Context: an optimization exercise on an open-source flow, tuned for small area. The choices shown serve that exercise and are no tape-out recipe. Function was checked by simulation only, so behaviour that the tests miss may differ from the original. Power is estimated from default activity; no workload was simulated.

`flow/standard.sh`:
```
#!/bin/bash
# synth_recipe.tcl (not shown) runs the flow's synth.tcl, then flattens the netlist and writes it again
# the make line also repeats each setting of config.mk as NAME=value (left out here)
make -C /OpenROAD-flow-scripts/flow DESIGN_CONFIG=/design/flow/config.mk WORK_HOME=/design/flow/orfs CLKGATE_MAP_FILE= SYNTH_SCRIPT=/design/flow/synth_recipe.tcl "${@:-finish}"
```
`flow/constraint.sdc`:
```
create_clock -name core_clock -period 7.5 [get_ports {clk_sys}]
set_input_delay 1.5000 -clock core_clock [delete_from_list [all_inputs] [get_ports {clk_sys}]]
set_output_delay 1.5000 -clock core_clock [all_outputs]
set_load 0.01 [all_outputs]
```
`flow/design.v`:
```
`timescale 1ns / 1ps
module decryption_top #(
            parameter addr_witdth   = 8,
            parameter reg_width     = 16,
            parameter MST_DWIDTH    = 32,
            parameter SYS_DWIDTH    = 8
        )(
        input clk_sys,
        input rst_n,
        input [MST_DWIDTH -1 : 0]   data_i,
        input                       valid_i,
        output                      busy,
        output reg [SYS_DWIDTH - 1 : 0] data_o,
        output reg                      valid_o,
        input [addr_witdth - 1:0]   addr,
        input                       read,
        input                       write,
        input [reg_width - 1 : 0]   wdata,
        output reg [reg_width - 1 : 0] rdata,
        output reg                  done,
        output reg                  error
    );
    localparam [7:0] TOKEN = 8'hFA;
    reg [1:0]  sel;
    reg [15:0] ckey, skey, zkey;
    wire a0  = (addr == 8'd0);
    wire a16 = (addr == 8'd16);
    wire a18 = (addr == 8'd18);
    wire a20 = (addr == 8'd20);
    wire hit = a0 | a16 | a18 | a20;
    always @(posedge clk_sys) begin
        if (!rst_n) begin
            rdata <= 0; done <= 1; error <= 0;
            sel <= 0; ckey <= 0; skey <= 16'hFFFF; zkey <= 16'h0002;
        end else begin
            done  <= read | write;
            error <= ~hit;
            if (hit)
                rdata <= read ? (({16{a0}}  & {14'b0, sel}) |
                                 ({16{a16}} & ckey) |
                                 ({16{a18}} & skey) |
                                 ({16{a20}} & zkey)) : 16'd0;
            if (write & a0)  sel  <= wdata[1:0];
            if (write & a16) ckey <= wdata;
            if (write & a18) skey <= wdata;
            if (write & a20) zkey <= wdata;
        end
    end
    reg [1:0]  st;
    reg        nz;
    reg [31:0] sh;
    always @(posedge clk_sys) begin
        if (!rst_n) begin
            st <= 0; nz <= 0;
        end else begin
            if (st != 2'd0 || valid_i || nz) st <= st + 2'd1;
            if (st == 2'd3) nz <= valid_i & (|data_i);
        end
        sh[31:8] <= (st == 2'd3) ? data_i[31:8] : sh[23:0];
        sh[7:0]  <= data_i[7:0];
    end
    wire [7:0] db = sh[31:24];
    wire vc  = nz & (sel == 2'd0);
    wire scy = (sel == 2'd1);
    wire zig = (sel == 2'd2);
    wire vp  = nz & (scy | zig);           
    reg        bsy;
    reg [5:0]  ns, nzz;                    
    reg [5:0]  ci;                         
    reg [6:0]  cp;                         
    reg [7:0]  xd;                         
    reg        xv;
    wire [7:0] kn   = skey[15:8];
    wire [7:0] zk   = zkey[7:0];
    wire [5:0] nact = scy ? ns : nzz;
    wire wr  = vp & (db != TOKEN) & ~bsy;
    wire tok = vp & ~wr;
    wire [6:0] ci1 = {1'b0, ci} + 7'd1;
    wire cp_lt_n   = (cp < {1'b0, nact});
    wire clr_s = ({1'b0, ci1} >= {1'b0, kn}) & ~cp_lt_n;
    wire clr   = scy ? clr_s : (zig & bsy & ~cp_lt_n);
    wire act   = bsy & ~clr;
    wire [5:0] m   = cp[5:0];
    wire [5:0] q   = {2'd0, m[5:2]};
    wire [5:0] h2  = nzz[5:1] + {5'd0, nzz[0]};                 
    wire [5:0] a31 = {2'd0, nzz[5:2]} + {5'd0, |nzz[1:0]};       
    wire [5:0] a3s = {2'd0, nzz[5:2]} + {1'b0, nzz[5:2], 1'b0}
                   + {4'd0, nzz[1], ~nzz[1] & nzz[0]};        
    reg  [5:0] zb, zo;
    always @(*) begin
        zb = m; zo = 6'd0;
        if (zk == 8'd2) begin
            zb = {1'b0, m[5:1]};
            zo = m[0] ? h2 : 6'd0;
        end else if (zk == 8'd3) begin
            case (m[1:0])
                2'd0: begin zb = q;                  zo = 6'd0; end
                2'd1: begin zb = {q[4:0], 1'b0};     zo = a31;  end
                2'd2: begin zb = q;                  zo = a3s;  end
                default: begin zb = {q[4:0], 1'b1};  zo = a31;  end
            endcase
        end
    end
    wire [5:0] za = zb + zo;
    wire [6:0] sa  = cp_lt_n ? cp : ci1;
    wire [5:0] ra  = scy ? sa[5:0] : za;
    wire       rin = ~scy | cp_lt_n | (ci1 < {1'b0, ns});
    reg [7:0] mem [0:53];
    function [5:0] phys(input z, input [5:0] p);
        phys = (z && p < 6'd2) ? {4'b1101, p[1:0]} : p;
    endfunction
    wire [5:0] wa = phys(zig, nact);
    wire [5:0] pa = phys(zig, ra);
    wire [7:0] rlo = 8'd1 << pa[2:0];
    wire [7:0] rhi = {7'd0, rin} << pa[5:3];
    reg  [7:0] rgrp [0:6];
    reg  [7:0] rd;
    integer k;
    always @(*) begin
        for (k = 0; k < 7; k = k + 1) rgrp[k] = 8'd0;
        for (k = 0; k < 54; k = k + 1)
            if (k < 49 || k > 51)
                rgrp[k / 8] = rgrp[k / 8] | (mem[k] & {8{rlo[k % 8]}});
        rd = 8'd0;
        for (k = 0; k < 7; k = k + 1) rd = rd | (rgrp[k] & {8{rhi[k]}});
    end
    always @(posedge clk_sys) begin
        if (wr) mem[wa] <= db;
    end
    always @(posedge clk_sys) begin
        if (!rst_n) begin
            bsy <= 0; ns <= 0; nzz <= 0; ci <= 0; cp <= 0;
            xd <= 0; xv <= 0; data_o <= 0; valid_o <= 0;
        end else begin
            data_o  <= xd;
            valid_o <= xv;
            xd <= act ? rd : (vc ? db - ckey[7:0] : 8'd0);
            xv <= act | vc;
            if (clr) begin
                bsy <= 0; ci <= 0; cp <= 0;
                if (scy) ns <= 0; else nzz <= 0;
            end else begin
                if (tok) bsy <= 1;
                if (wr) begin
                    if (scy) ns <= ns + 6'd1; else nzz <= nzz + 6'd1;
                end
                if (bsy) begin
                    if (scy) begin
                        cp <= sa + kn[6:0];
                        if (cp_lt_n) begin
                            if (tok) ci <= 0;
                        end else begin
                            ci <= ci1[5:0];
                        end
                    end else begin
                        cp <= cp + 7'd1;
                    end
                end else if (tok) begin
                    ci <= 0; cp <= 0;
                end
            end
        end
    end
    assign busy = bsy;
endmodule
```
`flow/flow/abc_area.script`:
```
strash
&get -n
&st
&syn2
&dch -f
&nf -R 1000 -p
&put
strash
dch -f
amap
```
`flow/config.mk`:
```
export PLATFORM = sky130hd
export DESIGN_NAME = decryption_top
export DESIGN_NICKNAME = decryption_top
export VERILOG_FILES = /design/flow/design.v
export SDC_FILE = /design/flow/constraint.sdc
export NUM_CORES = 4
export LEC_CHECK = 0
export CAP_MARGIN = 20
export CORE_MARGIN = 2
export CORE_UTILIZATION = 55
export PLACE_DENSITY = 0.7
export SLEW_MARGIN = 20
```
`flow/flow/run.sh`:
```
#!/bin/bash
# Standard ORFS layout (the standard.sh) with three changes:
#  - synthesis maps the logic with an area-oriented ABC script (abc_area.script)
#    instead of ORFS's delay-oriented one; everything else in the standard flow's synthesis
#    script (registers, flattening, renaming) is unchanged
#  - clock tree synthesis without dummy loads, built from clkbuf_8 in clusters
#    of up to 16 sinks
#  - port buffers use the smallest buffer cell
set -euo pipefail
cd "$(dirname "$0")/.."
here=$(pwd)
{
  echo 'proc abc {args} {'
  echo '  set i [lsearch $args -script]'
  echo "  if {\$i >= 0} { lset args [expr {\$i + 1}] $here/flow/abc_area.script }"
  echo '  yosys abc {*}$args'
  echo '}'
  cat synth_recipe.tcl
} > flow_synth.tcl
grep -q "$here/synth_recipe.tcl" standard.sh
sed "s#$here/synth_recipe.tcl#$here/flow_synth.tcl#" standard.sh > flow_standard.sh
export CTS_ARGS="-sink_clustering_enable -repair_clock_nets -dont_use_dummy_load -buf_list {sky130_fd_sc_hd__clkbuf_8} -sink_clustering_size 16 -sink_clustering_max_diameter 60"
export BUFFER_PORTS_ARGS="-buffer_cell sky130_fd_sc_hd__buf_1"
bash flow_standard.sh > standard.log 2>&1
```
==> results of run 1 <==
[layout by cell type (no fill, tap or decap), types with 6 or more instances in the layout]
cell type    n
nand3_1     19
o22ai_1     34
clkinv_1   122
o221a_1     10
buf_1       88
clkbuf_8    43
a221oi_1    30
a21oi_1     52
dfxtp_1    139
buf_4       39
ha_1        60
o21a_1      12
edfxtp_1   408
o21ai_0     58
a41oi_1      6
a22oi_1     43
nor3_1      37
nand4_1      8
nor2b_1     12
nor2_1     161
a31oi_1     42
dfxtp_2      8
or2_0        6
o22a_1      30
a222oi_1   104
o221ai_1     7
nand2_1    103
nor4_1      13
or3_1       17
[sequential cells by signal, summed over array words and instances (netlist names)]
| signal | count |
|---|---|
| cp | 7 |
| ckey | 16 |
| ns | 6 |
| zkey | 16 |
| sel | 2 |
| bsy | 1 |
| skey | 16 |
| xd | 8 |
| st | 2 |
| nz | 1 |
| done | 1 |
| valid_o | 1 |
| rdata | 16 |
| nzz | 6 |
| mem | 408 |
| sh | 32 |
| ci | 6 |
| error | 1 |
| xv | 1 |
| data_o | 8 |
[worst reg2reg max path: stages, from the launching register on]
cell       delay, ns
dfxtp_1         0.32
clkinv_1        0.08
ha_1            0.18
buf_4           0.18
clkinv_1        0.16
o22ai_1         0.42
clkinv_1        0.26
ha_1            0.32
o211ai_1        0.08
a2111oi_0       0.11
nor4_1          0.30
buf_4           0.20
clkinv_1        0.24
nand2_1         0.18
o21ai_0         0.23
o22ai_1         0.23
buf_4           0.22
nand2_1         0.09
nor4_1          0.48
nor2_2          0.08
buf_4           0.20
clkinv_2        0.22
nor3_4          0.16
buf_12          0.22
a222oi_1        0.53
nand4_1         0.29
a2111oi_1       0.77
a221oi_1        0.20
[per-stage QoR]
stage / cells / total power [mW]
finish: 2299 / 5.282
global route: 2299 / 5.437
floorplan: 1609 / 3.741
global placement: 2256 / 3.913
CTS: 2299 / 5.298
detailed placement: 2256 / 3.928
[power groups by stage]
stage	clock, mW	combinational, mW	sequential [mW]
floorplan	0	0.112	3.63
global placement	0	0.366	3.55
detailed placement	0	0.380	3.55
CTS	1.44	0.380	3.48
global route	1.54	0.417	3.48
finish	1.42	0.385	3.48
[cell families (layout without fill, tap and decap cells)]
family | Yosys count | in the layout | share of synthesized area [%]
flip-flops | 555 | 555 | 69.63
AND/OR/NAND/NOR | 402 | 402 | 8.165
buffers and inverters | 124 | 296 | 2.133
adder cells (fa/ha/maj) | 65 | 65 | 3.899
AO/OA/AOI/OAI | 463 | 463 | 16.17
[area by class of cell]
cell class | count | area [sq um]
sequential | 555 | 15200
fill | 3045 | 15100
multi-input combinational | 930 | 6247
timing repair buffer | 129 | 663.1
tap | 518 | 648.1
clock buffer | 43 | 591.8
inverter | 124 | 466.7
[worst max path at each step]
stage / from / end / slack, ns
after floorplan: sel[1] / xd[6] / 0.18
after CTS: sel[1] / xd[5] / 0.46
after global placement: nzz[3] / xd[3] / 0.51
after global routing: sel[1] / xd[3] / 0.02
final: sel[1] / xd[5] / 0.40
after detailed placement: sel[1] / xd[5] / 0.49
[layer usage]
layer / share of wire, % / track usage (%)
met4: 3.2 / 8.368
met5: 0 / 0
met3: 10 / 4.011
met1: 40 / 40.12
met2: 47 / 45.56
[timing repair]
action / CTS / global route
setup buffers: 0 / 0
resized for setup: 0 / 1
setup endpoints to repair: 0 / 1
==> flow_summary.toml, run 1 <==
[sta]
max_freq_ghz = 0.1408
drv_slew = 0
hold_viol_final = 0
timing.final.crit_period_ns = 7.101
fin_setup_tns_ns = 0
tightestPinTransition_ns = 1.157
whs_ns = 0.4499
clock_skew_ns = 0.05544
grt_setup_unrepaired = "no"
setup_viol = 0
final.setup.worst_slack_ns = 0.3992
slew-limit-headroom_pct = 22.60
final.period_utilization_pct = 94.68

[route]
ant_nets = 0
vias_per_cell = 6.683
first_pass_iters = 7
drc = 0
drt-initial-drc-count = 2355
wl_per_cell_um = 25.26
vias = 15360
wl_um = 58080

[power_and_ir_drop]
p_sw_share_pct = 23.04
power_density_mw_per_mm2 = 221.8
leakage_nw = 7.373
p_seq_share_pct = 65.8
p_clk_share_pct = 26.9
intPower_mw = 4.066
irDropWorstVdd_uv = 178.4
combinationalPowerShare_pct = 7.3
p_sw_mw = 1.217

[floorplanning]
core_sq_mm = 0.03892
start_util_pct = 56.07
die_height_um = 203.2
rows = 72
die_w_um = 203.2
io_pins = 89
die_area_sq_mm = 0.04128

[worst_setup_path]
max_stage_delay_ns = 0.77
reg2reg_depth = 27
rr_startpoint = "sel[1]"
worst_ep_required_time_ns = 7.97
critPathTopFamily = "compound AO/OA/AOI/OAI gates"
worst-setup-path-type = "reg -> reg"
crit_arrival_ns = 7.57
worst-path-buf-inv = 10
crit_path_start_kind = "flop"
endpoint_kind = "flop"
worst_path_max_delay_cell = "a2111oi_1"
crit_cells = 27
rrSetupSlack_ns = 0.40
r2r-end = "xd[5]"
crit_fanout = 37

[global_route]
grt_max_degree = 61
antenna_found_initial = 0
first_global_vias = 14350
track_usage_pct = 28.19
grt_pass1_wl_um = 87780
grt_overflow = 0

[worst_hold_path]
hp-start = "sh[23]"
hp-class = "reg -> reg"
min_path_cells = 1
hold_end = "sh[31]"

[logic_synthesis]
synth_top_area_share_pct = 56.15
synth_seq_cells = 555
ys.warnings.count = 2
yosysTopAreaCell = "edfxtp_1"
ys_seq_area_share_pct = 69.63
synth_cells = 1609
synth_cell_type_count = 46
syn-num-nets = 1735
async_flop_share_pct = 0
syn_area_per_cell_sq_um = 13.56
yosysMostFrequentCell = "edfxtp_1"
synth_edf_count = 408
ys.flop_type = "edfxtp_1"
netlist_area_sq_mm = 0.02182
synth_commonest_cells = "408 x edfxtp_1, 166 x nor2_1, 147 x dfxtp_1, 124 x clkinv_1, 104 x a222oi_1"
ys_top_cells_by_area = "edfxtp_1 56%, dfxtp_1 13%, a222oi_1 4.8%"

[placed_design]
place_congestion = 0.9239
placed_area_sq_mm = 0.02323
io_buffers = 88
dp_hpwl_um = 38410
dpl_worst_slack_ns = 0.4852

[clocking]
cts_hold_buf = 0
clock_sinks = 555
numCtsBuffers = 43
cts.path.max_buffers = 3
h-tree-depth = 2
root_buffer = "clkbuf_8"
cts_tree = "built"
path_clk_slew_ns = 0.10
clk_latency_ns = 0.64

[layout]
layout-drive-gt1-share_pct = 5.896
antennaDiodeCount = 0
fin_area_sq_mm = 0.02382
area_delta_synth_final_pct = 9.169
finish.utilization_pct = 61.21
finalNetCount = 1909

[run_status]
outcome = "no timing/DRC/antenna violations"

[job]
cap_violations = 0
==> inputs of run 2 (changes only) <==
--- a/flow/design.v
+++ b/flow/design.v
@@ -71,4 +71,5 @@
     reg [7:0]  xd;                         
     reg        xv;
+    reg        xa;                         
     wire [7:0] kn   = skey[15:8];
     wire [7:0] zk   = zkey[7:0];
@@ -112,6 +113,6 @@
     wire [5:0] wa = phys(zig, nact);
     wire [5:0] pa = phys(zig, ra);
-    wire [7:0] rlo = 8'd1 << pa[2:0];
-    wire [7:0] rhi = {7'd0, rin} << pa[5:3];
+    wire [7:0] rlo = 8'd1 << xd[2:0];
+    wire [7:0] rhi = {7'd0, xd[6]} << xd[5:3];
     reg  [7:0] rgrp [0:6];
     reg  [7:0] rd;
@@ -131,10 +132,11 @@
         if (!rst_n) begin
             bsy <= 0; ns <= 0; nzz <= 0; ci <= 0; cp <= 0;
-            xd <= 0; xv <= 0; data_o <= 0; valid_o <= 0;
+            xd <= 0; xv <= 0; xa <= 0; data_o <= 0; valid_o <= 0;
         end else begin
-            data_o  <= xd;
+            data_o  <= xa ? rd : xd;
             valid_o <= xv;
-            xd <= act ? rd : (vc ? db - ckey[7:0] : 8'd0);
+            xd <= act ? {1'b0, rin, pa} : (vc ? db - ckey[7:0] : 8'd0);
             xv <= act | vc;
+            xa <= act;
             if (clr) begin
                 bsy <= 0; ci <= 0; cp <= 0;
==> flow_summary.toml, run 2 <==
[run_status]
outcome = "no timing/DRC/antenna violations"

[sta]
grt_setup_unrepaired = "no"
tightestPinTransition_ns = 0.8992
timing.final.crit_period_ns = 6.371
final.setup.worst_slack_ns = 1.129
setup_viol = 0
hold_viol_final = 0
clock_skew_ns = 0.06281
final.period_utilization_pct = 84.94
max_freq_ghz = 0.1570
whs_ns = 0.4502
slew-limit-headroom_pct = 40.06
drv_slew = 0
fin_setup_tns_ns = 0

[logic_synthesis]
ys_top_cells_by_area = "edfxtp_1 56%, dfxtp_1 14%, a222oi_1 4.3%"
synth_cell_type_count = 45
ys_seq_area_share_pct = 69.59
synth_cells = 1606
yosysMostFrequentCell = "edfxtp_1"
syn-num-nets = 1732
async_flop_share_pct = 0
yosysTopAreaCell = "edfxtp_1"
synth_top_area_share_pct = 56.04
synth_edf_count = 408
ys.warnings.count = 2
netlist_area_sq_mm = 0.02186
synth_seq_cells = 556
syn_area_per_cell_sq_um = 13.61
ys.flop_type = "edfxtp_1"
synth_commonest_cells = "408 x edfxtp_1, 174 x nor2_1, 148 x dfxtp_1, 118 x clkinv_1"

[clocking]
post_cts_buffers = 0
numCtsBuffers = 42
cts_hold_buf = 0
h-tree-depth = 2
path_clk_slew_ns = 0.10
clk_latency_ns = 0.61
root_buffer = "clkbuf_8"
cts_tree = "built"
clock_sinks = 556
cts.path.max_buffers = 3
cts-resized-gates = 0

[layout]
fin_area_sq_mm = 0.02376
antennaDiodeCount = 0
largest_reg_flops = 408
area_delta_synth_final_pct = 8.699
mostFrequentLayoutCells = "408 x edfxtp_1, 172 x nor2_1, 140 x dfxtp_1"
multiInputGateArea_sq_mm = 0.006281
largest_register = "mem"
final_common_cell = "edfxtp_1"
top_regs = "mem x408, sh x32"
fill_cells = 3123
layout-drive-gt1-share_pct = 5.540
register_area_sq_mm = 0.01523
finalNetCount = 1897

[floorplanning]
die_w_um = 203.4
rows = 73
start_util_pct = 55.41
core_sq_mm = 0.03946
die_area_sq_mm = 0.04136
io_pins = 89
die_height_um = 203.4

[power_and_ir_drop]
p_sw_mw = 1.206
p_clk_share_pct = 26.5
p_sw_share_pct = 22.88
total_power_mw = 5.269
combinationalPowerShare_pct = 7.0
irDropWorstVdd_uv = 163.9
power_density_mw_per_mm2 = 221.7
p_seq_share_pct = 66.6
intPower_mw = 4.064
leakage_nw = 7.419

[worst_setup_path]
cp-startpoint = "sel[1]"
endpoint_kind = "flop"
reg2reg_depth = 30
worst_ep_required_time_ns = 7.96
worst_path_max_delay_cell = "clkinv_1"
worst-setup-path-type = "reg -> reg"
max_stage_delay_ns = 0.42
crit_end = "cp[6]"
r2r-end = "cp[6]"
rrSetupSlack_ns = 1.13
crit_arrival_ns = 6.83
rr_startpoint = "sel[1]"
crit_path_start_kind = "flop"
crit_fanout = 27

[route]
drc = 0
ant_nets = 0
vias_per_cell = 6.507
drt-initial-drc-count = 2092
first_pass_iters = 6
wl_um = 56400
wl_per_cell_um = 24.58
vias = 14930

[placed_design]
placed_area_sq_mm = 0.02317
io_buffers = 88
place_congestion = 0.9280
dp_hpwl_um = 36470
dpl_worst_slack_ns = 1.237

[worst_hold_path]
min_path_cells = 1
hp-class = "reg -> reg"

[global_route]
antenna_found_initial = 0
grt_pass1_wl_um = 86390
track_usage_pct = 27.41
grt_max_degree = 55
first_global_vias = 14340
grt_overflow = 0

[job]
cap_violations = 0
[run 2: cell count changes in the layout (fill, tap and decap cells not counted), moves of 7 or more]
| cell | delta |
|---|---|
| a22oi_1 | +20 |
| o22ai_1 | +19 |
| nor3_1 | -13 |
| a22o_1 | +12 |
| nor2_1 | +11 |
| o21ai_0 | -11 |
| a21oi_1 | -10 |
| a222oi_1 | -9 |
| nand2_1 | -8 |
| o221a_1 | -8 |
| a31oi_1 | +7 |
| or3_1 | -7 |
[run 2: critical path, delay by kind of cell, from the launching register on]
family          cells  cell delay, ns
compound gates     10            2.13
buf+inv             9            2.05
fa+ha+maj           4            1.11
simple gates        7            0.61
flops               1            0.34
[run 2: metrics by stage]
stage          std cells  utilization (%)
6_report            2294            60.23
4_1_cts             2294            60.20
3_5_place_dp        2252            58.73
3_3_place_gp        2252            58.73
5_1_grt             2294            60.23
2_1_floorplan       1606                -
[run 2: logic make-up (layout without fill, tap and decap cells)]
logic type                 count (synthesis)  after routing  share of synthesized area, %
DFF                                      556            556                         69.59
AOI/OAI and AO/OA                        486            486                         16.84
and+or+nand+nor                          380            380                         7.606
buffers and inverters                    118            281                         2.026
adders and majority gates                 65             65                         3.892
xor gates and xnor gates                   1              1                       0.04007
[run 2: layer usage]
layer / share of wire, % / track usage, %
met5: 0 / 0
met3: 9.3 / 4.139
met1: 41 / 39.69
met4: 3.3 / 9.411
met2: 46 / 42.71
[run 2: power by group through the flow]
| stage | Combinational [mW] | Clock [mW] | Sequential (mW) |
|---|---|---|---|
| 2_1_floorplan | 0.126 | 0 | 3.63 |
| 3_3_place_gp | 0.358 | 0 | 3.58 |
| 3_5_place_dp | 0.368 | 0 | 3.58 |
| 4_1_cts | 0.369 | 1.41 | 3.51 |
| 5_1_grt | 0.407 | 1.51 | 3.51 |
| 6_report | 0.368 | 1.39 | 3.51 |
[run 2: how the worst min path moves through the flow]
| stage | from | end | slack (ns) |
|---|---|---|---|
| floorplan | xv | valid_o | 0.41 |
| global placement | sh[2] | sh[10] | 0.43 |
| detailed placement | sh[4] | sh[12] | 0.43 |
| CTS | sh[14] | sh[22] | 0.46 |
| global route | sh[15] | sh[23] | 0.46 |
| finish | sh[15] | sh[23] | 0.45 |
[run 2: area by class of cell]
class | instances | share of cell area, %
clock buffers | 42 | 2.432
inverters | 118 | 1.864
multi-input cells | 932 | 26.43
flip-flops and latches | 556 | 64.08
well taps | 525 | 2.764
repair buffers | 121 | 2.432
==> inputs of run 3 (changes only) <==
==> flow/flow/run.sh (replaced) <==
#!/bin/bash
# Standard ORFS layout (the standard.sh) with these changes:
#  - synthesis maps the logic with an area-oriented ABC script (abc_area.script)
#    instead of ORFS's delay-oriented one, leaves adders and comparators to ABC
#    (no extract_fa, no Kogge-Stone carry lookahead); everything else in
#    the standard flow's synthesis script (registers, flattening, renaming) is unchanged
#  - clock tree synthesis without dummy loads, built from clkbuf_8 in clusters
#    of up to 16 sinks
#  - port buffers use the smallest buffer cell
set -euo pipefail
cd "$(dirname "$0")/.."
here=$(pwd)
{
  echo 'proc abc {args} {'
  echo '  set i [lsearch $args -script]'
  echo "  if {\$i >= 0} { lset args [expr {\$i + 1}] $here/flow/abc_area.script }"
  echo '  yosys abc {*}$args'
  echo '}'
  echo 'proc extract_fa {args} { puts "extract_fa skipped" }'
  cat synth_recipe.tcl
} > flow_synth.tcl
grep -q "$here/synth_recipe.tcl" standard.sh
sed "s#$here/synth_recipe.tcl#$here/flow_synth.tcl#" standard.sh > flow_standard.sh
export SYNTH_OPERATIONS_ARGS=" "
export CTS_ARGS="-sink_clustering_enable -repair_clock_nets -dont_use_dummy_load -buf_list {sky130_fd_sc_hd__clkbuf_8} -sink_clustering_size 16 -sink_clustering_max_diameter 60"
export BUFFER_PORTS_ARGS="-buffer_cell sky130_fd_sc_hd__buf_1"
bash flow_standard.sh > standard.log 2>&1
==> flow/flow/abc_area.script (replaced) <==
strash
&get -n
&st
&syn2
&dch -f
&nf -R 1000 -p
&put
strash
dch -f
amap -F 3 -A 8
--- a/flow/config.mk
+++ b/flow/config.mk
@@ -8,5 +8,5 @@
 export CAP_MARGIN = 20
 export CORE_MARGIN = 2
-export CORE_UTILIZATION = 55
-export PLACE_DENSITY = 0.7
+export CORE_UTILIZATION = 72
+export PLACE_DENSITY = 0.85
 export SLEW_MARGIN = 20
==> flow_summary.toml, run 3 <==
[clocking]
root_buffer = "clkbuf_8"
cts.path.max_buffers = 3
cts_hold_buf = 0
clock_sinks = 556
numCtsBuffers = 42
clk_latency_ns = 0.58
cts_tree = "built"
h-tree-depth = 2
post_cts_buffers = 0
path_clk_slew_ns = 0.10
cts-resized-gates = 0

[logic_synthesis]
synth_edf_count = 408
synth_seq_cells = 556
synth_cell_type_count = 43
ys_seq_area_share_pct = 72.09
yosysMostFrequentCell = "edfxtp_1"
syn-num-nets = 1628
ys.warnings.count = 2
synth-adder-area-share_pct = 0
ys.flop_type = "edfxtp_1"
syn_area_per_cell_sq_um = 13.47
synth_compound_area_share_pct = 18.21
async_flop_share_pct = 0
synth_top_area_share_pct = 58.05
netlist_area_sq_mm = 0.02111
synth_top_family_by_area = "compound AO/OA/AOI/OAI gates"
ys_top_cells_by_area = "edfxtp_1 58%, dfxtp_1 14%, a222oi_1 4.8%"
synthMuxAreaShare_pct = 0
synthSimpleGateAreaFrac_pct = 7.938
synth_xor_area_share_pct = 0.04150
synth_cells = 1567
synth_commonest_cells = "408 x edfxtp_1, 199 x nor2_1, 148 x dfxtp_1, 102 x a222oi_1, 97 x clkinv_1"
yosysTopAreaCell = "edfxtp_1"

[power_and_ir_drop]
irDropWorstVdd_uv = 164.8
intPower_mw = 3.905
combinationalPowerShare_pct = 3.2
p_seq_share_pct = 69.0
leakage_nw = 6.705
p_sw_share_pct = 20.62
power_density_mw_per_mm2 = 216.0
p_clk_share_pct = 27.8
p_sw_mw = 1.014
total_power_mw = 4.919

[route]
vias_per_cell = 7.251
first_pass_iters = 19
vias = 15290
ant_nets = 0
drc = 0
wl_per_cell_um = 26.43
drt-initial-drc-count = 2688
wl_um = 55740

[worst_setup_path]
worst_ep_required_time_ns = 7.89
worst-setup-path-type = "reg -> reg"
endpoint_kind = "flop"
reg2reg_depth = 27
crit_path_start_kind = "flop"
crit_fanout = 20
r2r-end = "cp[6]"
rr_startpoint = "sel[0]"
rrSetupSlack_ns = 1.54
crit_arrival_ns = 6.35

[placed_design]
dpl_worst_slack_ns = 1.741
io_buffers = 88
placed_area_sq_mm = 0.02220
dp_hpwl_um = 35550
place_congestion = 0.9474

[floorplanning]
rows = 62
die_height_um = 175.2
core_sq_mm = 0.02878
die_w_um = 175.2
start_util_pct = 73.33
die_area_sq_mm = 0.03070
io_pins = 89

[sta]
setup_viol = 0
hold_viol_final = 0
clock_skew_ns = 0.05031
final.period_utilization_pct = 79.52
max_freq_ghz = 0.1677
drv_slew = 0
slew-limit-headroom_pct = 28.15
grt_setup_unrepaired = "no"
fin_setup_tns_ns = 0
tightestPinTransition_ns = 1.078
timing.final.crit_period_ns = 5.964
final.setup.worst_slack_ns = 1.536

[worst_hold_path]
min_path_cells = 1
hp-class = "reg -> reg"
hold_end = "sh[29]"
hp-start = "sh[21]"

[layout]
fill_cells = 1618
fin_area_sq_mm = 0.02278
final_common_cell = "edfxtp_1"
largest_reg_flops = 408
top_regs = "mem x408, sh x32"
layout-drive-gt1-share_pct = 5.217
finalNetCount = 1788
mostFrequentLayoutCells = "408 x edfxtp_1, 196 x nor2_1, 140 x dfxtp_1"
largest_register = "mem"
antennaDiodeCount = 0
area_delta_synth_final_pct = 7.926

[global_route]
track_usage_pct = 36.32
grt_overflow = 0
grt_max_degree = 56
first_global_vias = 14580
antenna_found_initial = 0
grt_pass1_wl_um = 84080

[run_status]
outcome = "no timing/DRC/antenna violations"

[job]
cap_violations = 0
[run 3: changes by cell type in the layout (fill, tap and decap cells not counted), moves of 12 or more]
cell,previous run,this run
a22o_1,16,4
a22oi_1,63,80
o21a_1,18,0
o22ai_1,53,39
nor2_1,172,196
clkinv_1,117,97
ha_1,60,0
nand2_1,95,80
o21ai_0,47,86
a21oi_1,42,62
[run 3: kinds of logic after synthesis]
family          after synthesis
compound gates              527
xor+xnor                      1
simple gates                386
flops                       556
buf+inv                      97
[run 3: metal layers]
metal  share of wire (%)  track usage, %  vias to the layer above  wire, um
met5                   0               0                        -         0
met4                 5.3           17.43                        0      2964
met3                  13           6.332                      200      7009
met2                  48           59.45                     1252     26580
met1                  34           47.79                     7150     19190
li1                    -               -                     6690         -
[run 3: metrics by stage]
stage / hold WS (ns) / utilization, % / instances
floorplan: 0.4138 / - / 1567
global placement: 0.4346 / 77.11 / 2067
detailed placement: 0.4410 / 77.13 / 2067
CTS: 0.4523 / 79.14 / 2109
global route: 0.4716 / 79.15 / 2109
finish: 0.4495 / 79.15 / 2109
[run 3: final cells by class]
class	instances	area, sq um	share of cell area (%)
clock buffers	42	578.1	2.538
inverters	97	364.1	1.598
multi-input cells	914	5588	24.53
well taps	384	480.5	2.109
repair buffers	116	540.5	2.373
flip-flops and latches	556	15230	66.85
[run 3: worst max path at each step]
stage            start        to  slack, ns
5_1_grt         sel[0]     cp[6]       0.89
3_3_place_gp    sel[0]     cp[6]       1.95
4_1_cts         sel[0]     cp[6]       1.69
2_1_floorplan  addr[5]  skey[10]       2.00
3_5_place_dp    sel[0]     cp[6]       1.74
6_report        sel[0]     cp[6]       1.54
[run 3: power by group through the flow]
stage,Combinational [mW],Clock (mW),Sequential (mW)
2_1_floorplan,0.0461,0,3.48
3_3_place_gp,0.147,0,3.46
3_5_place_dp,0.155,0,3.46
4_1_cts,0.155,1.36,3.39
5_1_grt,0.170,1.47,3.40
6_report,0.158,1.37,3.39
[run 3: critical path, stage by stage (launching register included)]
cell,delay (ns)
dfxtp_1,0.35
clkinv_1,0.12
nor2_1,0.10
buf_4,0.26
clkinv_1,0.49
o22ai_1,0.59
clkinv_1,0.27
o22ai_1,0.21
a31oi_1,0.06
a221oi_1,0.23
o22ai_1,0.11
o21ai_0,0.10
o211ai_1,0.43
o21ai_0,0.50
clkinv_1,0.15
nor2_1,0.14
o22ai_1,0.13
o21ai_0,0.30
nor2_1,0.08
nor2_1,0.18
o22a_1,0.20
nand2_1,0.07
nand2_1,0.08
o21ai_0,0.10
o21ai_0,0.19
a21oi_1,0.06
a221oi_1,0.21
nor2_1,0.07
==> inputs of run 4 (changes only) <==
--- a/flow/config.mk
+++ b/flow/config.mk
@@ -8,5 +8,5 @@
 export CAP_MARGIN = 20
 export CORE_MARGIN = 2
-export CORE_UTILIZATION = 72
-export PLACE_DENSITY = 0.85
+export CORE_UTILIZATION = 65
+export PLACE_DENSITY = 0.78
 export SLEW_MARGIN = 20
==> flow_summary.toml, run 4 <==
[layout]
mostFrequentLayoutCells = "408 x edfxtp_1, 196 x nor2_1, 140 x dfxtp_1"
largest_reg_flops = 408
final_common_cell = "edfxtp_1"
final_cells = 2160
largest_register = "mem"
finalNetCount = 1787
area_delta_synth_final_pct = 8.187
top_regs = "mem x408, sh x32"
layout-drive-gt1-share_pct = 5.162

[floorplanning]
core_sq_mm = 0.03180
rows = 65
die_area_sq_mm = 0.03393
die_w_um = 184.2
start_util_pct = 66.37
die_height_um = 184.2
io_pins = 89

[route]
first_pass_iters = 7
wl_per_cell_um = 25.49
ant_nets = 0
vias = 15030
drc = 0
drt-initial-drc-count = 2323
vias_per_cell = 6.956
wl_um = 55060

[placed_design]
dp_hpwl_um = 35270
place_congestion = 0.9649
io_buffers = 88
placed_cells = 2118

[sta]
max_freq_ghz = 0.1707
slew-limit-headroom_pct = 27.44
drv_slew = 0
hold_viol_final = 0
timing.final.crit_period_ns = 5.858
tightestPinTransition_ns = 1.078
setup_viol = 0
fin_setup_tns_ns = 0
final.period_utilization_pct = 78.11
grt_setup_unrepaired = "no"
clock_skew_ns = 0.09793

[logic_synthesis]
syn-num-nets = 1628
synth_cells = 1567
async_flop_share_pct = 0
synth_cell_type_count = 43
ys_seq_area_share_pct = 72.09
synth_commonest_cells = "408 x edfxtp_1, 199 x nor2_1, 148 x dfxtp_1, 102 x a222oi_1, 97 x clkinv_1"
netlist_area_sq_mm = 0.02111
ys_top_cells_by_area = "edfxtp_1 58%, dfxtp_1 14%, a222oi_1 4.8%"
synth_top_area_share_pct = 58.05
ys.flop_type = "edfxtp_1"
syn_area_per_cell_sq_um = 13.47
ys.warnings.count = 2
yosysMostFrequentCell = "edfxtp_1"
synth_seq_cells = 556
synth_edf_count = 408
yosysTopAreaCell = "edfxtp_1"

[global_route]
grt_overflow = 0
grt_pass1_wl_um = 83480
antenna_found_initial = 1
first_global_vias = 14310
grt_max_degree = 59
track_usage_pct = 32.74

[clocking]
root_buffer = "clkbuf_8"
clock_sinks = 556
post_cts_buffers = 0
cts_tree = "built"
numCtsBuffers = 41
h-tree-depth = 2
cts_hold_buf = 0
clk_latency_ns = 0.61
cts.path.max_buffers = 3
cts-resized-gates = 0
path_clk_slew_ns = 0.10

[worst_hold_path]
hp-start = "st[0]"
min_path_cells = 1
hp-class = "reg -> reg"
hold_end = "st[0]"

[worst_setup_path]
crit_fanout = 20
worst-setup-path-type = "reg -> reg"
r2r-end = "cp[6]"
reg2reg_depth = 27
rr_startpoint = "sel[0]"
endpoint_kind = "flop"
crit_arrival_ns = 6.28
worst_ep_required_time_ns = 7.92
rrSetupSlack_ns = 1.64
crit_path_start_kind = "flop"

[run_status]
outcome = "no timing/DRC/antenna violations"

[power_and_ir_drop]
leakage_nw = 6.698
irDropWorstVdd_uv = 175.5
total_power_mw = 4.906
power_density_mw_per_mm2 = 214.9

[job]
cap_violations = 0
-- run 4: cell counts after synthesis --
No cell type changed its count.
-- run 4: stage by stage --
step	hold slack [ns]	cell area (sq um)	utilization [%]	setup WS, ns
after floorplan	0.4138	21110	-	1.997
after global placement	0.4372	22260	69.99	1.922
after detailed placement	0.4418	22260	70.01	1.701
after CTS	0.4577	22830	71.78	1.682
after global routing	0.4811	22830	71.80	0.7514
final	0.4535	22830	71.80	1.642
-- run 4: per-layer routing --
metal,wire [um],track usage (%)
met4,2235,13.50
met2,26140,53.30
met3,5607,4.979
met5,0,0
met1,21080,44.76
-- run 4: how the worst max path moves through the flow --
stage | startpoint | slack (ns) | end
2_1_floorplan | addr[5] | 2.00 | skey[10]
3_3_place_gp | sel[0] | 1.92 | cp[6]
3_5_place_dp | sel[0] | 1.70 | cp[6]
4_1_cts | sel[0] | 1.68 | cp[6]
5_1_grt | sel[0] | 0.75 | cp[6]
6_report | sel[0] | 1.64 | cp[6]
-- run 4: cell type report --
type,instances,area [sq um]
flip-flops and latches,556,15230
repair buffers,116,540.5
well taps,435,544.3
inverters,97,364.1
diodes,1,2.502
clock buffers,41,564.3
multi-input cells,914,5588
fillers,2198,8966
-- run 4: kinds of logic (layout without fill, tap and decap cells) --
kind of cell           after synthesis  in the layout  synth area share [%]
buffers and inverters               97            254                 1.725
AND/OR/NAND/NOR                    386            386                 7.938
flip-flops                         556            556                 72.09
AO/OA/AOI/OAI                      527            527                 18.21
XOR/XNOR                             1              1               0.04151
other                                0              1                     0
-- run 4: power breakdown --
part / switching (mW) / internal (mW)
Clock: 0.868 / 0.492
Sequential: 0.0409 / 3.36
Combinational: 0.105 / 0.0375
-- run 4: worst max-delay path: stages, from the launching register on --
cell	delay (ns)
dfxtp_1	0.35
clkinv_1	0.11
nor2_1	0.11
buf_4	0.26
clkinv_1	0.50
o22ai_1	0.59
clkinv_1	0.29
o22ai_1	0.21
a31oi_1	0.06
a221oi_1	0.23
o22ai_1	0.12
o21ai_0	0.08
o211ai_1	0.41
o21ai_0	0.49
clkinv_1	0.15
nor2_1	0.14
o22ai_1	0.13
o21ai_0	0.29
nor2_1	0.08
nor2_1	0.17
o22a_1	0.20
nand2_1	0.07
nand2_1	0.08
o21ai_0	0.10
o21ai_0	0.18
a21oi_1	0.06
a221oi_1	0.21
nor2_1	0.06
==> inputs of run 5 (changes only) <==
--- a/flow/flow/run.sh
+++ b/flow/flow/run.sh
@@ -8,4 +8,5 @@
 #    of up to 16 sinks
 #  - port buffers use the smallest buffer cell
+#  - after global routing, cells off the critical paths are downsized (RECOVER_POWER)
 set -euo pipefail
 cd "$(dirname "$0")/.."
@@ -25,3 +26,4 @@
 export CTS_ARGS="-sink_clustering_enable -repair_clock_nets -dont_use_dummy_load -buf_list {sky130_fd_sc_hd__clkbuf_8} -sink_clustering_size 16 -sink_clustering_max_diameter 60"
 export BUFFER_PORTS_ARGS="-buffer_cell sky130_fd_sc_hd__buf_1"
+export RECOVER_POWER=100
 bash flow_standard.sh > standard.log 2>&1
==> flow_summary.toml, run 5 <==
[power_and_ir_drop]
irDropWorstVdd_uv = 176.4
intPower_mw = 3.897
p_sw_mw = 1.018
p_seq_share_pct = 69.4
power_density_mw_per_mm2 = 216.1
leakage_nw = 6.638
combinationalPowerShare_pct = 2.8
p_clk_share_pct = 27.7
p_sw_share_pct = 20.71

[clocking]
h-tree-depth = 2
root_buffer = "clkbuf_8"
clk_latency_ns = 0.62
cts-resized-gates = 0
clock_sinks = 556
cts_hold_buf = 0
cts_tree = "built"
post_cts_buffers = 0
cts.path.max_buffers = 3
numCtsBuffers = 41
path_clk_slew_ns = 0.09

[floorplanning]
start_util_pct = 66.37
rows = 65
die_w_um = 184.2
die_area_sq_mm = 0.03393
io_pins = 89
core_sq_mm = 0.03180
die_height_um = 184.2

[logic_synthesis]
netlist_area_sq_mm = 0.02111
synth_cell_type_count = 43
syn-num-nets = 1628
ys_seq_area_share_pct = 72.09
synth_cells = 1567
synth_xor_area_share_pct = 0.04150
synth_top_family_by_area = "compound AO/OA/AOI/OAI gates"
synth_edf_count = 408
synth_compound_area_share_pct = 18.21
synth_top_area_share_pct = 58.05
syn_area_per_cell_sq_um = 13.47
synth-adder-area-share_pct = 0
synth_seq_cells = 556
yosysTopAreaCell = "edfxtp_1"
ys.flop_type = "edfxtp_1"
synthMuxAreaShare_pct = 0
synth_commonest_cells = "408 x edfxtp_1, 199 x nor2_1, 148 x dfxtp_1, 102 x a222oi_1, 97 x clkinv_1"
ys.warnings.count = 2
yosysMostFrequentCell = "edfxtp_1"
synthSimpleGateAreaFrac_pct = 7.938
async_flop_share_pct = 0
ys_top_cells_by_area = "edfxtp_1 58%, dfxtp_1 14%, a222oi_1 4.8%"

[sta]
setup_viol = 0
timing.final.crit_period_ns = 5.903
final.setup.worst_slack_ns = 1.597
final.period_utilization_pct = 78.70
whs_ns = 0.4536
fin_setup_tns_ns = 0
clock_skew_ns = 0.09894
slew-limit-headroom_pct = -85.73
drv_slew = 553
max_freq_ghz = 0.1694
grt_setup_unrepaired = "no"
tightestPinTransition_ns = 2.786
hold_viol_final = 0

[placed_design]
placed_area_sq_mm = 0.02226
dpl_worst_slack_ns = 1.701
dp_hpwl_um = 35270
io_buffers = 88
place_congestion = 0.9649

[route]
wl_per_cell_um = 25.49
wl_um = 55040
drc = 0
ant_nets = 0
drt-initial-drc-count = 2378
vias_per_cell = 6.997
vias = 15110
first_pass_iters = 7

[layout]
layout-drive-gt1-share_pct = 3.712
finish.utilization_pct = 71.53
fill_cells = 2217
largest_reg_flops = 408
final_common_cell = "edfxtp_1"
largest_register = "mem"
finalNetCount = 1787
mostFrequentLayoutCells = "408 x edfxtp_1, 197 x nor2_1, 147 x dfxtp_1"
antennaDiodeCount = 0
area_delta_synth_final_pct = 7.778
top_regs = "mem x408, sh x32"
fin_area_sq_mm = 0.02275

[worst_setup_path]
crit_path_start_kind = "flop"
worst_path_max_delay_cell = "o22ai_1"
crit_arrival_ns = 6.33
max_stage_delay_ns = 0.60
endpoint_kind = "flop"
reg2reg_depth = 27
worst-setup-path-type = "reg -> reg"
worst_ep_required_time_ns = 7.92
crit_fanout = 20

[global_route]
grt_max_degree = 59
antenna_found_initial = 1
grt_pass1_wl_um = 83480
grt_overflow = 0
track_usage_pct = 32.74
first_global_vias = 14310

[worst_hold_path]
hp-class = "reg -> reg"
min_path_cells = 1

[run_status]
so_faults = "capacitance limit, slew limit"
outcome = "complete, but fails checks"

[job]
cap_violations = 11
## run 5: area by class of cell
type	instances	area, sq um	area share, %
inverter	97	364.1	1.601
sequential	556	15220	66.89
clock buffer	41	564.3	2.481
timing repair buffer	116	491.7	2.162
tap	435	544.3	2.393
multi-input combinational	914	5567	24.47
## run 5: path summary, 6_finish.rpt
kind / startpoint / endpoint / slack, ns
max reg2reg: sel[0] / cp[6] / 1.60
max: sel[0] / cp[6] / 1.60
min: st[0] / st[0] / 0.45
min reg2reg: st[0] / st[0] / 0.45
## run 5: per-layer routing
metal / vias up / global-route usage [%] / part of all wire [%] / wire (um)
li1: 6681 / - / - / -
met1: 7309 / 44.76 / 38 / 21110
met2: 969 / 53.30 / 48 / 26200
met3: 147 / 4.979 / 10 / 5522
met4: 0 / 13.50 / 4.0 / 2209
met5: - / 0 / 0 / 0
## run 5: worst max-delay path, delay by kind of cell, from the launching register on
kind | cells | cell delay, ns
AOI/OAI and AO/OA | 15 | 3.38
buffers and inverters | 5 | 1.33
and+or+nand+nor | 7 | 0.72
DFF | 1 | 0.35
## run 5: cells by family (layout without fill, tap and decap cells)
logic type                after synthesis  in the layout
and+or+nand+nor                       386            386
DFF                                   556            556
xor gates and xnor gates                1              1
buffers and inverters                  97            254
AOI/OAI and AO/OA                     527            527
## run 5: per-stage QoR
step	instances	total power, mW
6_report	2159	4.916
5_1_grt	2159	5.047
4_1_cts	2159	4.916
3_5_place_dp	2118	3.615
3_3_place_gp	2118	3.608
2_1_floorplan	1567	3.527
## run 5: power by group through the flow
stage | sequential [mW] | combinational [mW] | clock (mW)
after floorplan | 3.48 | 0.0461 | 0
after global placement | 3.47 | 0.136 | 0
after detailed placement | 3.47 | 0.141 | 0
after CTS | 3.40 | 0.141 | 1.37
after global routing | 3.42 | 0.152 | 1.48
final | 3.41 | 0.140 | 1.36
==> inputs of run 6 (changes only) <==
--- a/flow/flow/run.sh
+++ b/flow/flow/run.sh
@@ -8,5 +8,4 @@
 #    of up to 16 sinks
 #  - port buffers use the smallest buffer cell
-#  - after global routing, cells off the critical paths are downsized (RECOVER_POWER)
 set -euo pipefail
 cd "$(dirname "$0")/.."
@@ -26,4 +25,3 @@
 export CTS_ARGS="-sink_clustering_enable -repair_clock_nets -dont_use_dummy_load -buf_list {sky130_fd_sc_hd__clkbuf_8} -sink_clustering_size 16 -sink_clustering_max_diameter 60"
 export BUFFER_PORTS_ARGS="-buffer_cell sky130_fd_sc_hd__buf_1"
-export RECOVER_POWER=100
 bash flow_standard.sh > standard.log 2>&1
--- a/flow/config.mk
+++ b/flow/config.mk
@@ -8,5 +8,5 @@
 export CAP_MARGIN = 20
 export CORE_MARGIN = 2
-export CORE_UTILIZATION = 65
-export PLACE_DENSITY = 0.78
+export CORE_UTILIZATION = 55
+export PLACE_DENSITY = 0.7
 export SLEW_MARGIN = 20
==> flow_summary.toml, run 6 <==
[clocking]
cts_hold_buf = 0
numCtsBuffers = 43
cts.path.max_buffers = 3
h-tree-depth = 2
cts_tree = "built"
cts-resized-gates = 0
clk_latency_ns = 0.65
post_cts_buffers = 0
root_buffer = "clkbuf_8"
clock_sinks = 556
path_clk_slew_ns = 0.10

[worst_setup_path]
max_stage_delay_ns = 0.54
crit_path_start_kind = "flop"
endpoint_kind = "flop"
worst_ep_required_time_ns = 7.99
crit_arrival_ns = 6.26
crit_fanout = 20
worst_path_max_delay_cell = "o21ai_0"
worst-setup-path-type = "reg -> reg"

[floorplanning]
start_util_pct = 55.90
die_area_sq_mm = 0.03996
core_sq_mm = 0.03776
io_pins = 89
die_w_um = 199.9
rows = 71
die_height_um = 199.9

[logic_synthesis]
yosysMostFrequentCell = "edfxtp_1"
synth_cells = 1567
syn-num-nets = 1628
yosysTopAreaCell = "edfxtp_1"
synth_edf_count = 408
synth_commonest_cells = "408 x edfxtp_1, 199 x nor2_1, 148 x dfxtp_1, 102 x a222oi_1, 97 x clkinv_1"
ys.warnings.count = 2
synth_top_area_share_pct = 58.05
async_flop_share_pct = 0
ys.flop_type = "edfxtp_1"
ys_seq_area_share_pct = 72.09
netlist_area_sq_mm = 0.02111
synth_seq_cells = 556
syn_area_per_cell_sq_um = 13.47
synth_cell_type_count = 43
ys_top_cells_by_area = "edfxtp_1 58%, dfxtp_1 14%, a222oi_1 4.8%"

[power_and_ir_drop]
p_sw_mw = 1.051
leakage_nw = 6.745
intPower_mw = 3.917
p_clk_share_pct = 28.5
combinationalPowerShare_pct = 3.4
irDropWorstVdd_uv = 148.4
p_seq_share_pct = 68.1
p_sw_share_pct = 21.15
power_density_mw_per_mm2 = 216.0

[run_status]
outcome = "no timing/DRC/antenna violations"

[sta]
tightestPinTransition_ns = 1.037
hold_viol_final = 0
grt_setup_unrepaired = "no"
slew-limit-headroom_pct = 30.64
clock_skew_ns = 0.08471
final.period_utilization_pct = 76.99
max_freq_ghz = 0.1732
setup_viol = 0
timing.final.crit_period_ns = 5.774
fin_setup_tns_ns = 0
drv_slew = 0

[global_route]
met3_usage_pct = 4.772
first_global_vias = 14340
antenna_found_initial = 0
grt_overflow = 0
use_met2_pct = 49.04
gr-max-usage-layer = "met2"
grt_pass1_wl_um = 85940
track_usage_pct = 28.97
grt_max_degree = 58
use_met1_pct = 37.71

[placed_design]
place_congestion = 0.9497
io_buffers = 88
placed_cells = 2199
dp_hpwl_um = 36540

[route]
drt-initial-drc-count = 1933
wl_per_cell_um = 25.48
ant_nets = 0
vias = 14860
wl_um = 57130
vias_per_cell = 6.629
drc = 0
first_pass_iters = 9

[layout]
mostFrequentLayoutCells = "408 x edfxtp_1, 197 x nor2_1, 140 x dfxtp_1"
finalNetCount = 1794
final_common_cell = "edfxtp_1"
finish.utilization_pct = 60.90
top_regs = "mem x408, sh x32"
largest_register = "mem"
antennaDiodeCount = 0
layout-drive-gt1-share_pct = 5.546
area_delta_synth_final_pct = 8.940
final_cells = 2242
largest_reg_flops = 408

[job]
cap_violations = 0

[worst_hold_path]
hp-class = "reg -> reg"
[run 6: cell count changes in the layout (fill, tap and decap cells not counted), sizes merged]
cell    before  now
clkinv      97   96
inv          0    1
clkbuf      54   43
buf        103  121
[run 6: cell type report]
cell class	count	area, sq um
sequential	556	15230
tap	511	639.4
timing repair buffer	121	578.1
clock buffer	43	591.8
fill	2994	14760
multi-input combinational	914	5592
inverter	97	364.1
[run 6: per-layer routing]
layer	wire length, um	part of all wire, %
met1	22140	39
met2	27910	49
met3	5132	9.0
met4	1944	3.4
met5	0	0
[run 6: final timing paths]
path | from | to | slack, ns | depth (start not counted)
max | sel[0] | cp[6] | 1.73 | 27
min reg2reg | sh[3] | sh[11] | 0.46 | 1
min | sh[3] | sh[11] | 0.46 | 1
max reg2reg | sel[0] | cp[6] | 1.73 | 27
[run 6: per-stage QoR]
step	hold slack, ns	power (mW)	setup slack [ns]	cell area, sq um
after global routing	0.4781	5.118	0.9768	22990
after CTS	0.4629	4.992	1.857	22990
final	0.4568	4.967	1.726	22990
after global placement	0.4343	3.616	2.004	22400
after floorplan	0.4138	3.527	1.997	21110
after detailed placement	0.4420	3.623	1.827	22400
[run 6: power groups by stage]
stage	clock network [mW]	logic (mW)	registers (mW)
2_1_floorplan	0	0.0461	3.48
3_3_place_gp	0	0.166	3.45
5_1_grt	1.55	0.187	3.38
6_report	1.41	0.171	3.38
4_1_cts	1.44	0.172	3.38
3_5_place_dp	0	0.171	3.45
[run 6: critical path, delay by kind of cell (launching register included)]
kind,cells,cell delay (ns)
AOI/OAI and AO/OA,15,3.41
buffers and inverters,5,1.22
DFF,1,0.34
and+or+nand+nor,7,0.68
[run 6: kinds of logic (layout without fill, tap and decap cells)]
kind of cell,count (synthesis),after routing,synth area share [%]
simple gates,386,386,7.938
xor+xnor,1,1,0.04151
compound gates,527,527,18.21
buf+inv,97,261,1.725
flops,556,556,72.09
==> inputs of run 7 (changes only) <==
--- a/flow/design.v
+++ b/flow/design.v
@@ -107,10 +107,6 @@
     wire [5:0] ra  = scy ? sa[5:0] : za;
     wire       rin = ~scy | cp_lt_n | (ci1 < {1'b0, ns});
-    reg [7:0] mem [0:53];
-    function [5:0] phys(input z, input [5:0] p);
-        phys = (z && p < 6'd2) ? {4'b1101, p[1:0]} : p;
-    endfunction
-    wire [5:0] wa = phys(zig, nact);
-    wire [5:0] pa = phys(zig, ra);
+    reg [7:0] mems [0:48];
+    reg [7:0] memz [0:48];
     wire [7:0] rlo = 8'd1 << xd[2:0];
     wire [7:0] rhi = {7'd0, xd[6]} << xd[5:3];
@@ -120,12 +116,12 @@
     always @(*) begin
         for (k = 0; k < 7; k = k + 1) rgrp[k] = 8'd0;
-        for (k = 0; k < 54; k = k + 1)
-            if (k < 49 || k > 51)
-                rgrp[k / 8] = rgrp[k / 8] | (mem[k] & {8{rlo[k % 8]}});
+        for (k = 0; k < 49; k = k + 1)
+            rgrp[k / 8] = rgrp[k / 8] | ((scy ? mems[k] : memz[k]) & {8{rlo[k % 8]}});
         rd = 8'd0;
         for (k = 0; k < 7; k = k + 1) rd = rd | (rgrp[k] & {8{rhi[k]}});
     end
     always @(posedge clk_sys) begin
-        if (wr) mem[wa] <= db;
+        if (wr & scy) mems[ns] <= db;
+        if (wr & zig) memz[nzz] <= db;
     end
     always @(posedge clk_sys) begin
@@ -136,5 +132,5 @@
             data_o  <= xa ? rd : xd;
             valid_o <= xv;
-            xd <= act ? {1'b0, rin, pa} : (vc ? db - ckey[7:0] : 8'd0);
+            xd <= act ? {1'b0, rin, ra} : (vc ? db - ckey[7:0] : 8'd0);
             xv <= act | vc;
             xa <= act;
==> flow_summary.toml, run 7 <==
[route]
drt-initial-drc-count = 3055
first_pass_iters = 8
ant_nets = 0
drc = 0
wl_per_cell_um = 27.28
wl_um = 97870
vias = 24170
vias_per_cell = 6.737

[sta]
whs_ns = 0.4570
final.setup.worst_slack_ns = 1.555
setup_viol = 0
fin_setup_tns_ns = 0
timing.final.crit_period_ns = 5.945
tightestPinTransition_ns = 1.174
drv_slew = 0
final.period_utilization_pct = 79.26
slew-limit-headroom_pct = 21.16
grt_setup_unrepaired = "no"
hold_viol_final = 0
clock_skew_ns = 0.05876
max_freq_ghz = 0.1682

[worst_setup_path]
worst_path_max_delay_cell = "inv_8"
critPathTopFamily = "simple AND/OR/NAND/NOR gates"
crit_path_start_kind = "flop"
crit_arrival_ns = 6.51
worst_ep_required_time_ns = 8.07
max_stage_delay_ns = 0.86
path_cells = "nand2_8, inv_8, o22ai_1, nand2_1, o21ai_0, nor3_1, o211ai_1, o211ai_1, clkinv_2, nor4_1, nor2_1, clkinv_1, nor2_1, clkinv_1, nor2_2, clkinv_1, o21ai_0, a21oi_1, nor2_1"
endpoint_kind = "flop"
crit_fanout = 154
worst-path-buf-inv = 5
worst-setup-path-type = "reg -> reg"

[floorplanning]
die_height_um = 258.8
start_util_pct = 55.47
io_pins = 89
core_sq_mm = 0.06435
die_w_um = 258.8
die_area_sq_mm = 0.06695
rows = 93

[power_and_ir_drop]
total_power_mw = 8.384
leakage_nw = 11.68
irDropWorstVdd_uv = 200.1
power_density_mw_per_mm2 = 214.2

[clocking]
clock_sinks = 932
path_clk_slew_ns = 0.10
clk_latency_ns = 0.71
cts_tree = "built"
root_buffer = "clkbuf_8"
cts.path.max_buffers = 3
post_cts_buffers = 0
cts-resized-gates = 0
cts_hold_buf = 0
h-tree-depth = 3
numCtsBuffers = 70

[logic_synthesis]
syn-num-nets = 2592
ys_seq_area_share_pct = 74.26
ys.warnings.count = 2
syn_area_per_cell_sq_um = 14.10
synth_edf_count = 784
yosysMostFrequentCell = "edfxtp_1"
netlist_area_sq_mm = 0.03569
synth_cells = 2531
async_flop_share_pct = 0
ys.flop_type = "edfxtp_1"
synth_seq_cells = 932
synth_top_area_share_pct = 65.96
ys_top_cells_by_area = "edfxtp_1 66%, dfxtp_1 8.3%, a22oi_1 5.5%"
yosysTopAreaCell = "edfxtp_1"
synth_cell_type_count = 40
synth_commonest_cells = "784 x edfxtp_1, 361 x nor2_1, 260 x a22oi_1, 219 x o21ai_0, 214 x o22ai_1"

[placed_design]
dp_hpwl_um = 60840
dpl_worst_slack_ns = 1.691
placed_area_sq_mm = 0.03813
place_congestion = 0.9232
placed_cells = 3515
io_buffers = 88

[layout]
finish.utilization_pct = 60.82
finalNetCount = 2794
area_delta_synth_final_pct = 9.636
layout-drive-gt1-share_pct = 8.129
mostFrequentLayoutCells = "784 x edfxtp_1, 285 x nor2_1, 260 x a22oi_1"
final_common_cell = "edfxtp_1"
fin_area_sq_mm = 0.03913
final_cells = 3587
top_regs = "mems x392, memz x392, sh x32"

[global_route]
track_usage_pct = 29.04
grt_pass1_wl_um = 145400
grt_overflow = 0
grt_max_degree = 179
antenna_found_initial = 2
first_global_vias = 22950

[worst_hold_path]
hp-class = "reg -> reg"

[job]
cap_violations = 0

[run_status]
outcome = "no timing/DRC/antenna violations"
run 7: final cells by class:
type                       count  area (sq um)
timing repair buffer         130         661.9
multi-input combinational   1496          9499
fill                        4902         25210
clock buffer                  70         963.4
antenna                        1         2.502
tap                          855          1070
inverter                     103         400.4
sequential                   932         26540
run 7: layer usage:
metal,part of all wire (%),global-route usage [%],vias to the layer above
met5,0,0,-
met4,3.6,9.554,0
met3,9.1,4.959,198
met2,48,46.34,1321
met1,40,41.04,11970
li1,-,-,10680
run 7: worst paths after layout:
kind               start    end  slack [ns]  cells after the start
setup / recovery  sel[0]  xd[6]        1.56                     19
hold / removal     st[0]  st[0]        0.46                      1
setup reg to reg  sel[0]  xd[6]        1.56                     19
hold reg to reg    st[0]  st[0]        0.46                      1
run 7: power by group:
part,internal (mW),switching (mW),total (mW)
sequential,5.71,0.0759,5.79
combinational,0.0477,0.211,0.258
clock,0.841,1.50,2.34
total,6.60,1.78,8.38
run 7: kinds of logic after synthesis:
logic type	count (synthesis)	share of synthesized area (%)
AO/OA/AOI/OAI	945	18.26
flip-flops	932	74.26
AND/OR/NAND/NOR	550	6.380
buffers and inverters	103	1.083
XOR/XNOR	1	0.02454
==> inputs of run 8 (changes only) <==
--- a/flow/design.v
+++ b/flow/design.v
@@ -66,5 +66,7 @@
     wire vp  = nz & (scy | zig);           
     reg        bsy;
-    reg [5:0]  ns, nzz;                    
+    reg [5:0]  na;                         
+    reg        nown;                       
+    reg [1:0]  nlo;                        
     reg [5:0]  ci;                         
     reg [6:0]  cp;                         
@@ -74,5 +76,6 @@
     wire [7:0] kn   = skey[15:8];
     wire [7:0] zk   = zkey[7:0];
-    wire [5:0] nact = scy ? ns : nzz;
+    wire [5:0] nact = na;
+    wire       nswap = (scy & nown) | (zig & ~nown);
     wire wr  = vp & (db != TOKEN) & ~bsy;
     wire tok = vp & ~wr;
@@ -84,8 +87,8 @@
     wire [5:0] m   = cp[5:0];
     wire [5:0] q   = {2'd0, m[5:2]};
-    wire [5:0] h2  = nzz[5:1] + {5'd0, nzz[0]};                 
-    wire [5:0] a31 = {2'd0, nzz[5:2]} + {5'd0, |nzz[1:0]};       
-    wire [5:0] a3s = {2'd0, nzz[5:2]} + {1'b0, nzz[5:2], 1'b0}
-                   + {4'd0, nzz[1], ~nzz[1] & nzz[0]};        
+    wire [5:0] h2  = na[5:1] + {5'd0, na[0]};                 
+    wire [5:0] a31 = {2'd0, na[5:2]} + {5'd0, |na[1:0]};       
+    wire [5:0] a3s = {2'd0, na[5:2]} + {1'b0, na[5:2], 1'b0}
+                   + {4'd0, na[1], ~na[1] & na[0]};        
     reg  [5:0] zb, zo;
     always @(*) begin
@@ -106,7 +109,11 @@
     wire [6:0] sa  = cp_lt_n ? cp : ci1;
     wire [5:0] ra  = scy ? sa[5:0] : za;
-    wire       rin = ~scy | cp_lt_n | (ci1 < {1'b0, ns});
-    reg [7:0] mems [0:48];
-    reg [7:0] memz [0:48];
+    wire       rin = ~scy | cp_lt_n | (ci1 < {1'b0, na});
+    reg [7:0] mem [0:53];
+    function [5:0] phys(input z, input [5:0] p);
+        phys = (z && p < 6'd2) ? {4'b1101, p[1:0]} : p;
+    endfunction
+    wire [5:0] wa = phys(zig, nact);
+    wire [5:0] pa = phys(zig, ra);
     wire [7:0] rlo = 8'd1 << xd[2:0];
     wire [7:0] rhi = {7'd0, xd[6]} << xd[5:3];
@@ -116,31 +123,31 @@
     always @(*) begin
         for (k = 0; k < 7; k = k + 1) rgrp[k] = 8'd0;
-        for (k = 0; k < 49; k = k + 1)
-            rgrp[k / 8] = rgrp[k / 8] | ((scy ? mems[k] : memz[k]) & {8{rlo[k % 8]}});
+        for (k = 0; k < 54; k = k + 1)
+            if (k < 49 || k > 51)
+                rgrp[k / 8] = rgrp[k / 8] | (mem[k] & {8{rlo[k % 8]}});
         rd = 8'd0;
         for (k = 0; k < 7; k = k + 1) rd = rd | (rgrp[k] & {8{rhi[k]}});
     end
     always @(posedge clk_sys) begin
-        if (wr & scy) mems[ns] <= db;
-        if (wr & zig) memz[nzz] <= db;
+        if (wr) mem[wa] <= db;
     end
     always @(posedge clk_sys) begin
         if (!rst_n) begin
-            bsy <= 0; ns <= 0; nzz <= 0; ci <= 0; cp <= 0;
+            bsy <= 0; na <= 0; nown <= 0; nlo <= 0; ci <= 0; cp <= 0;
             xd <= 0; xv <= 0; xa <= 0; data_o <= 0; valid_o <= 0;
         end else begin
             data_o  <= xa ? rd : xd;
             valid_o <= xv;
-            xd <= act ? {1'b0, rin, ra} : (vc ? db - ckey[7:0] : 8'd0);
+            xd <= act ? {1'b0, rin, pa} : (vc ? db - ckey[7:0] : 8'd0);
             xv <= act | vc;
             xa <= act;
-            if (clr) begin
+            if (nswap) begin
+                na <= {4'd0, nlo}; nlo <= na[1:0]; nown <= ~nown;
+            end else if (clr) begin
                 bsy <= 0; ci <= 0; cp <= 0;
-                if (scy) ns <= 0; else nzz <= 0;
+                na <= 0;
             end else begin
                 if (tok) bsy <= 1;
-                if (wr) begin
-                    if (scy) ns <= ns + 6'd1; else nzz <= nzz + 6'd1;
-                end
+                if (wr) na <= na + 6'd1;
                 if (bsy) begin
                     if (scy) begin
--- a/flow/config.mk
+++ b/flow/config.mk
@@ -8,5 +8,5 @@
 export CAP_MARGIN = 20
 export CORE_MARGIN = 2
-export CORE_UTILIZATION = 55
-export PLACE_DENSITY = 0.7
+export CORE_UTILIZATION = 65
+export PLACE_DENSITY = 0.9
 export SLEW_MARGIN = 20
==> flow_summary.toml, run 8 <==
[sta]
slew-limit-headroom_pct = 17.81
fin_setup_tns_ns = 0
drv_slew = 0
hold_viol_final = 0
timing.final.crit_period_ns = 4.734
setup_viol = 0
grt_setup_unrepaired = "no"
final.period_utilization_pct = 63.12
tightestPinTransition_ns = 1.225
max_freq_ghz = 0.2112
clock_skew_ns = 0.1009

[power_and_ir_drop]
irDropWorstVdd_uv = 168.3
p_clk_share_pct = 28.0
p_seq_share_pct = 68.2
combinationalPowerShare_pct = 3.8
intPower_mw = 3.885
power_density_mw_per_mm2 = 216.0
leakage_nw = 6.782
p_sw_mw = 1.026
p_sw_share_pct = 20.89

[floorplanning]
die_area_sq_mm = 0.03378
io_pins = 89
core_sq_mm = 0.03172
start_util_pct = 66.24
die_w_um = 183.8
rows = 65
die_height_um = 183.8

[logic_synthesis]
synth_commonest_cells = "408 x edfxtp_1, 176 x nor2_1, 145 x dfxtp_1, 99 x nand2_1, 91 x a222oi_1"
synth_edf_count = 408
netlist_area_sq_mm = 0.02101
syn_area_per_cell_sq_um = 13.60
syn-num-nets = 1606
synth_cells = 1545
synth_cell_type_count = 39
synth_top_area_share_pct = 58.31
synth_seq_cells = 553
yosysMostFrequentCell = "edfxtp_1"
ys_seq_area_share_pct = 72.13
yosysTopAreaCell = "edfxtp_1"
ys.warnings.count = 2
ys_top_cells_by_area = "edfxtp_1 58%, dfxtp_1 14%, a222oi_1 4.3%"
async_flop_share_pct = 0
ys.flop_type = "edfxtp_1"

[placed_design]
io_buffers = 88
placed_cells = 2067
dp_hpwl_um = 35630
place_congestion = 0.9650

[layout]
antennaDiodeCount = 0
mostFrequentLayoutCells = "408 x edfxtp_1, 174 x nor2_1, 138 x dfxtp_1"
layout-drive-gt1-share_pct = 5.448
final_common_cell = "edfxtp_1"
register_area_sq_mm = 0.01516
top_regs = "mem x408, sh x32"
multiInputGateArea_sq_mm = 0.005578
finalNetCount = 1770
fill_cells = 2042
final_cells = 2109
area_delta_synth_final_pct = 8.188
largest_reg_flops = 408
largest_register = "mem"

[clocking]
path_clk_slew_ns = 0.09
root_buffer = "clkbuf_8"
clock_sinks = 553
cts_tree = "built"
post_cts_buffers = 0
cts.path.max_buffers = 3
clk_latency_ns = 0.61
cts-resized-gates = 0
cts_hold_buf = 0
numCtsBuffers = 42
h-tree-depth = 2

[route]
wl_per_cell_um = 26.87
vias = 15390
drc = 0
topRoutingLayerUsed = "met4"
met3_wirelength_um = 7114
vias_per_cell = 7.295
wl_um = 56670
wl_met1_um = 20060
ant_nets = 0
wl_met2_um = 26910
drt-initial-drc-count = 2652
first_pass_iters = 9

[worst_hold_path]
hp-start = "st[0]"
hp-class = "reg -> reg"

[worst_setup_path]
cp_common_cell = "nor2_1"
crit_arrival_ns = 5.16
endpoint_kind = "flop"
worst-path-buf-inv = 4
critPathTopFamily = "compound AO/OA/AOI/OAI gates"
worst_path_max_delay_cell = "dfxtp_1"
crit_path_start_kind = "flop"
path_cells = "clkinv_1, a222oi_1, a2111oi_0, nor3_1, buf_4, clkinv_1, o22ai_1, clkinv_1, o22ai_1, nor2_1, a21oi_1, nor2_1, o21ai_0, o22ai_1, nor2_1, a21oi_1, o21ai_0, a21oi_1, a31oi_1, o22a_1, nor2_1"
worst-setup-path-type = "reg -> reg"
worst_ep_required_time_ns = 7.93
crit_fanout = 14
cp-startpoint = "na[3]"
max_stage_delay_ns = 0.66
rr_startpoint = "na[3]"

[global_route]
first_global_vias = 14870
grt_max_degree = 56
grt_pass1_wl_um = 85210
grt_overflow = 0
antenna_found_initial = 1
track_usage_pct = 33.62

[run_status]
outcome = "no timing/DRC/antenna violations"

[job]
cap_violations = 0
==> run 8: per-layer routing <==
| layer | track usage, % | up-vias |
|---|---|---|
| met4 | 14.72 | 0 |
| met3 | 7.092 | 210 |
| li1 | - | 6625 |
| met5 | 0 | - |
| met2 | 55.29 | 1209 |
| met1 | 43.69 | 7341 |
==> run 8: power by group through the flow <==
stage,Combinational [mW],Sequential (mW),Clock [mW]
2_1_floorplan,0.0474,3.46,0
3_3_place_gp,0.170,3.42,0
3_5_place_dp,0.181,3.42,0
4_1_cts,0.182,3.35,1.37
5_1_grt,0.200,3.35,1.47
6_report,0.187,3.35,1.37
==> run 8: layout make-up <==
type / count / share of cell area, %
clock buffer: 42 / 2.543
inverter: 90 / 1.486
multi-input combinational: 902 / 24.54
sequential: 553 / 66.71
tap: 402 / 2.213
timing repair buffer: 120 / 2.515
==> run 8: stage by stage <==
step / setup WS [ns] / power [mW] / utilization, % / hold slack (ns) / instance area (sq um)
floorplan: 2.472 / 3.505 / - / 0.4138 / 21010
global placement: 3.101 / 3.588 / 69.82 / 0.4369 / 22150
detailed placement: 2.899 / 3.600 / 69.84 / 0.4406 / 22150
CTS: 2.875 / 4.901 / 71.66 / 0.4568 / 22730
global route: 2.320 / 5.025 / 71.67 / 0.4804 / 22730
finish: 2.766 / 4.911 / 71.67 / 0.4549 / 22730
==> run 8: logic make-up after synthesis <==
group,Yosys count,synth area share [%]
buffers and inverters,90,1.608
and+or+nand+nor,375,7.634
AOI/OAI and AO/OA,525,18.55
DFF,553,72.13
xor gates and xnor gates,2,0.08338
==> run 8: path summary, 6_finish.rpt <==
path	endpoint	slack, ns	cells past startpoint
min	st[0]	0.45	1
min reg2reg	st[0]	0.45	1
max reg2reg	cp[5]	2.77	21
max	cp[5]	2.77	21

Re-timed with assumed drivers on the ports (clkbuf_16 on the clock, buf_2 on other inputs), run 8 has 2.766 ns of setup slack against 2.766 ns with ideal ports, and 2.766 ns once port delays also move by the mid clock arrival of 0.606 ns.
